What follows belongs to an exercise in optimizing a design on an open flow for small area; a production flow would make more cautious choices. The RTL was checked by simulation tests, not by an equivalence proof against the original design. No activity file was given, so power comes from the tool's default toggle rates.

Design stack, start of the top module:
module stack(input wire clk, reset, push, pop, input wire [15:0] value_in,
             output wire [15:0] value_out, output wire full, empty);
export LEC_CHECK = 0
export CAP_MARGIN = 0
export CORE_MARGIN = 2
export CORE_UTILIZATION = 55
export CTS_BUF_LIST = sky130_fd_sc_hd__clkbuf_4
export GPL_TIMING_DRIVEN = 0
export SLEW_MARGIN = 0
export SYNTH_HIERARCHICAL = 1
create_clock -name core_clock -period 5.0 [get_ports {clk}]
standard.sh (not shown) runs the stock make flow with config.mk's settings and CLKGATE_MAP_FILE= SYNTH_SCRIPT=/design/flow/synth_recipe.tcl, a recipe that flattens the netlist after the stock synthesis.
==> flow/flow/run.sh <==
#!/bin/bash
# The standard ORFS flow (the standard.sh) with these changes:
#  - port buffers are the smallest buffer, sky130_fd_sc_hd__buf_1, rather
#    than the one buffer_ports picks by default;
#  - the buffers Yosys/ABC inserted are removed at floorplan;
#  - before the placement's repair_design, every combinational cell is
#    swapped for the smallest cell of its family (flow/downsize.tcl);
#    repair_design and the later timing repair size up what needs it;
#  - clock tree synthesis inserts no dummy loads.
# The full make output goes to standard.log in the work folder; ORFS's
# per-step logs stay under orfs/logs/.
set -euo pipefail
cd "$(dirname "$FLOW_CONFIG")"
export BUFFER_PORTS_ARGS="-buffer_cell sky130_fd_sc_hd__buf_1"
export REMOVE_ABC_BUFFERS=1
export PRE_RESIZE_TCL="$PWD/flow/downsize.tcl"
export CTS_ARGS="-sink_clustering_enable -repair_clock_nets -dont_use_dummy_load -buf_list sky130_fd_sc_hd__clkbuf_4"
bash standard.sh > standard.log 2>&1
==> flow/flow/downsize.tcl <==
# Area recovery: every combinational cell is swapped for the smallest cell of
# its family (same function, lowest area, e.g. nor2b_4 -> nor2b_1). The
# repair_design that follows fixes any slew or capacitance this causes, and
# the timing repair after CTS any setup violation. Registers, clock cells,
# tap, fill and tie cells are left alone.
proc downsize_family {name} {
  if {![regexp {^(sky130_fd_sc_hd__[a-z0-9]+)_([0-9]+)$} $name -> fam drive]} { return "" }
  return $fam
}
set db [ord::get_db]
set best [dict create]
foreach lib [$db getLibs] {
  foreach m [$lib getMasters] {
    set n [$m getName]
    set fam [downsize_family $n]
    if {$fam eq ""} { continue }
    if {[string match "*lpflow*" $n] || [string match "*probe*" $n]} { continue }
    set a [expr {[$m getWidth] * [$m getHeight]}]
    regexp {_([0-9]+)$} $n -> d
    if {![dict exists $best $fam]} { dict set best $fam [list $a $d $n]; continue }
    lassign [dict get $best $fam] ba bd bn
    if {$a < $ba || ($a == $ba && $d < $bd)} { dict set best $fam [list $a $d $n] }
  }
}
set skip {df edf sdf sedf dl dfx dfr dfs dfb sdl clk tap fill decap conb diode}
set count 0
foreach inst [[ord::get_db_block] getInsts] {
  set m [$inst getMaster]
  if {[$m getType] ne "CORE"} { continue }
  set n [$m getName]
  set fam [downsize_family $n]
  if {$fam eq "" || ![dict exists $best $fam]} { continue }
  set short [string range $fam 16 end]
  set keep 0
  foreach p $skip { if {[string match "${p}*" $short]} { set keep 1 } }
  if {$keep} { continue }
  set target [lindex [dict get $best $fam] 2]
  if {$target ne $n} {
    replace_cell [$inst getName] $target
    incr count
  }
}
puts "downsize: $count cells swapped for their family's smallest"
Change:
- CORE_UTILIZATION: 55 -> 65
The new run finished clean; hold slack improved by 0.0050 ns; sequential share of layout area decreases by 0.55 points; combinational power increases by about 10%.
Change:
--- a/flow/flow/downsize.tcl
+++ b/flow/flow/downsize.tcl
@@ -2 +2,2 @@
-# its family (same function, lowest area, e.g. nor2b_4 -> nor2b_1). The
+# its family (same function, lowest area, e.g. nor2b_4 -> nor2b_1; of cells
+# with the same area, the strongest, e.g. and2_1 rather than and2_0). The
@@ -22 +23 @@
-    if {$a < $ba || ($a == $ba && $d < $bd)} { dict set best $fam [list $a $d $n] }
+    if {$a < $ba || ($a == $ba && $d > $bd)} { dict set best $fam [list $a $d $n] }
@@ -43,0 +45 @@
+
- CORE_UTILIZATION: 65 -> 55
What happened:
- The new run completed with no timing, DRC or antenna violations
- setup slack got worse by 0.023 ns
- design area went down slightly
- fmax shrinks slightly
- routed wire length goes down by a few percent

stack, a different RTL version from the one above (not shown whole).
Size: ~230 cells after synthesis, roughly 38 I/O pins, ~0.0042 mm² of cells after synthesis.
==> flow/config.mk <==
export PLATFORM = sky130hd
export DESIGN_NAME = stack
export DESIGN_NICKNAME = stack
export VERILOG_FILES = /design/flow/design.v
export SDC_FILE = /design/flow/constraint.sdc
export NUM_CORES = 4
export LEC_CHECK = 0
export CAP_MARGIN = 20
export CORE_MARGIN = 2
export CORE_UTILIZATION = 60
export CTS_BUF_LIST = sky130_fd_sc_hd__clkbuf_8
export CTS_CLUSTER_DIAMETER = 200
export CTS_CLUSTER_SIZE = 40
export SLEW_MARGIN = 20
export SYNTH_HIERARCHICAL = 1
==> flow/constraint.sdc <==
create_clock -name core_clock -period 5.0 [get_ports {clk}]
set_input_delay 1.0000 -clock core_clock [delete_from_list [all_inputs] [get_ports {clk}]]
set_output_delay 1.0000 -clock core_clock [all_outputs]
set_load 0.01 [all_outputs]
run.sh (not shown) runs the stock make flow with config.mk's settings and CLKGATE_MAP_FILE= SYNTH_SCRIPT=/design/flow/synth_recipe.tcl, a recipe that flattens the netlist after the stock synthesis.
Stock flow here: none of the scripts above is used.
==> next run, changes <==
--- a/flow/config.mk
+++ b/flow/config.mk
@@ -10,4 +10,4 @@
-export CORE_UTILIZATION = 60
-export CTS_BUF_LIST = sky130_fd_sc_hd__clkbuf_8
-export CTS_CLUSTER_DIAMETER = 200
-export CTS_CLUSTER_SIZE = 40
+export CORE_UTILIZATION = 50
+export CTS_BUF_LIST = sky130_fd_sc_hd__clkbuf_4
+export CTS_CLUSTER_DIAMETER = 100
+export CTS_CLUSTER_SIZE = 20
Outcome:
- clock skew climbs by 0.0085 ns
- flip-flop and latch count is unchanged
- design area decreases by 2.0%
- wire length goes down by about 1.1%
==> next run, changes <==
==> flow/flow/run.sh (new file) <==
#!/bin/bash
# The standard ORFS flow (the standard.sh) with two changes:
#  - port buffers are the smallest buffer, sky130_fd_sc_hd__buf_1, rather
#    than the one buffer_ports picks by default;
#  - clock tree synthesis inserts no dummy loads.
# The full make output goes to standard.log in the work folder; ORFS's
# per-step logs stay under orfs/logs/.
set -euo pipefail
cd "$(dirname "$FLOW_CONFIG")"
export BUFFER_PORTS_ARGS="-buffer_cell sky130_fd_sc_hd__buf_1"
export CTS_ARGS="-sink_clustering_enable -repair_clock_nets -dont_use_dummy_load -buf_list sky130_fd_sc_hd__clkbuf_4"
bash standard.sh > standard.log 2>&1
==> flow/standard.sh (new file) <==
#!/bin/bash
# synth_recipe.tcl (not shown) runs the flow's synth.tcl, then flattens the netlist and writes it again
# the make line also repeats each setting of config.mk as NAME=value (left out here)
make -C /OpenROAD-flow-scripts/flow DESIGN_CONFIG=/design/flow/config.mk WORK_HOME=/design/flow/orfs CLKGATE_MAP_FILE= SYNTH_SCRIPT=/design/flow/synth_recipe.tcl "${@:-finish}"
--- a/flow/config.mk
+++ b/flow/config.mk
@@ -12,2 +11,0 @@
-export CTS_CLUSTER_DIAMETER = 100
-export CTS_CLUSTER_SIZE = 20
removed: flow/run.sh
=>
- The changed run ran to the end with no violations
- cell area shrinks by 7.6%
- final cell count is lower by 3.0%
- via count hardly moves
- utilization is lower by 4.7 points
- hold slack improves by 0.0035 ns
- clock skew grows by 0.0095 ns
- register-to-register slack is better by 0.02 ns

re-timing with driven ports:
The results above use ideal ports. As a check the final layouts listed here were re-extracted and re-timed, cells and wires unchanged. Step 1 sets driving cells, clkbuf_16 on the clock port and buf_2 on the other inputs (assumed; they add their load-dependent delay and slew). Step 2, shift: input delay + t, output delay - t, t = (earliest + latest rising clock arrival at the registers) / 2. This alone moves slack from input paths to output paths. Three values: ideal, step 1, step 2; two values: the first two.
| run | t, ns | slack for setup (ns) | hold slack, ns | worst register clock-pin slew, ns | worst slew at a driven data input, ns |
|---|---|---|---|---|---|
| the first run of note 1 | 0.484 | 1.552 / 1.523 / 1.882 | 0.627 / 0.627 / 0.627 | 0.11 / 0.11 | 0.04 |
| the second run of note 1 | 0.489 | 1.585 / 1.557 / 1.836 | 0.632 / 0.632 / 0.632 | 0.10 / 0.10 | 0.04 |
| the third run of note 1 | 0.476 | 1.562 / 1.535 / 1.883 | 0.622 / 0.622 / 0.622 | 0.11 / 0.11 | 0.04 |
| the first run of note 2 | 0.444 | 1.321 / 1.291 / 1.357 | 0.748 / 0.748 / 0.748 | 0.07 / 0.07 | 0.05 |
| the second run of note 2 | 0.500 | 1.305 / 1.276 / 1.335 | 0.747 / 0.747 / 0.747 | 0.10 / 0.10 | 0.04 |
| the third run of note 2 | 0.496 | 1.712 / 1.682 / 2.033 | 0.751 / 0.751 / 0.751 | 0.09 / 0.09 | 0.05 |
After both steps every run listed still meets setup and hold.
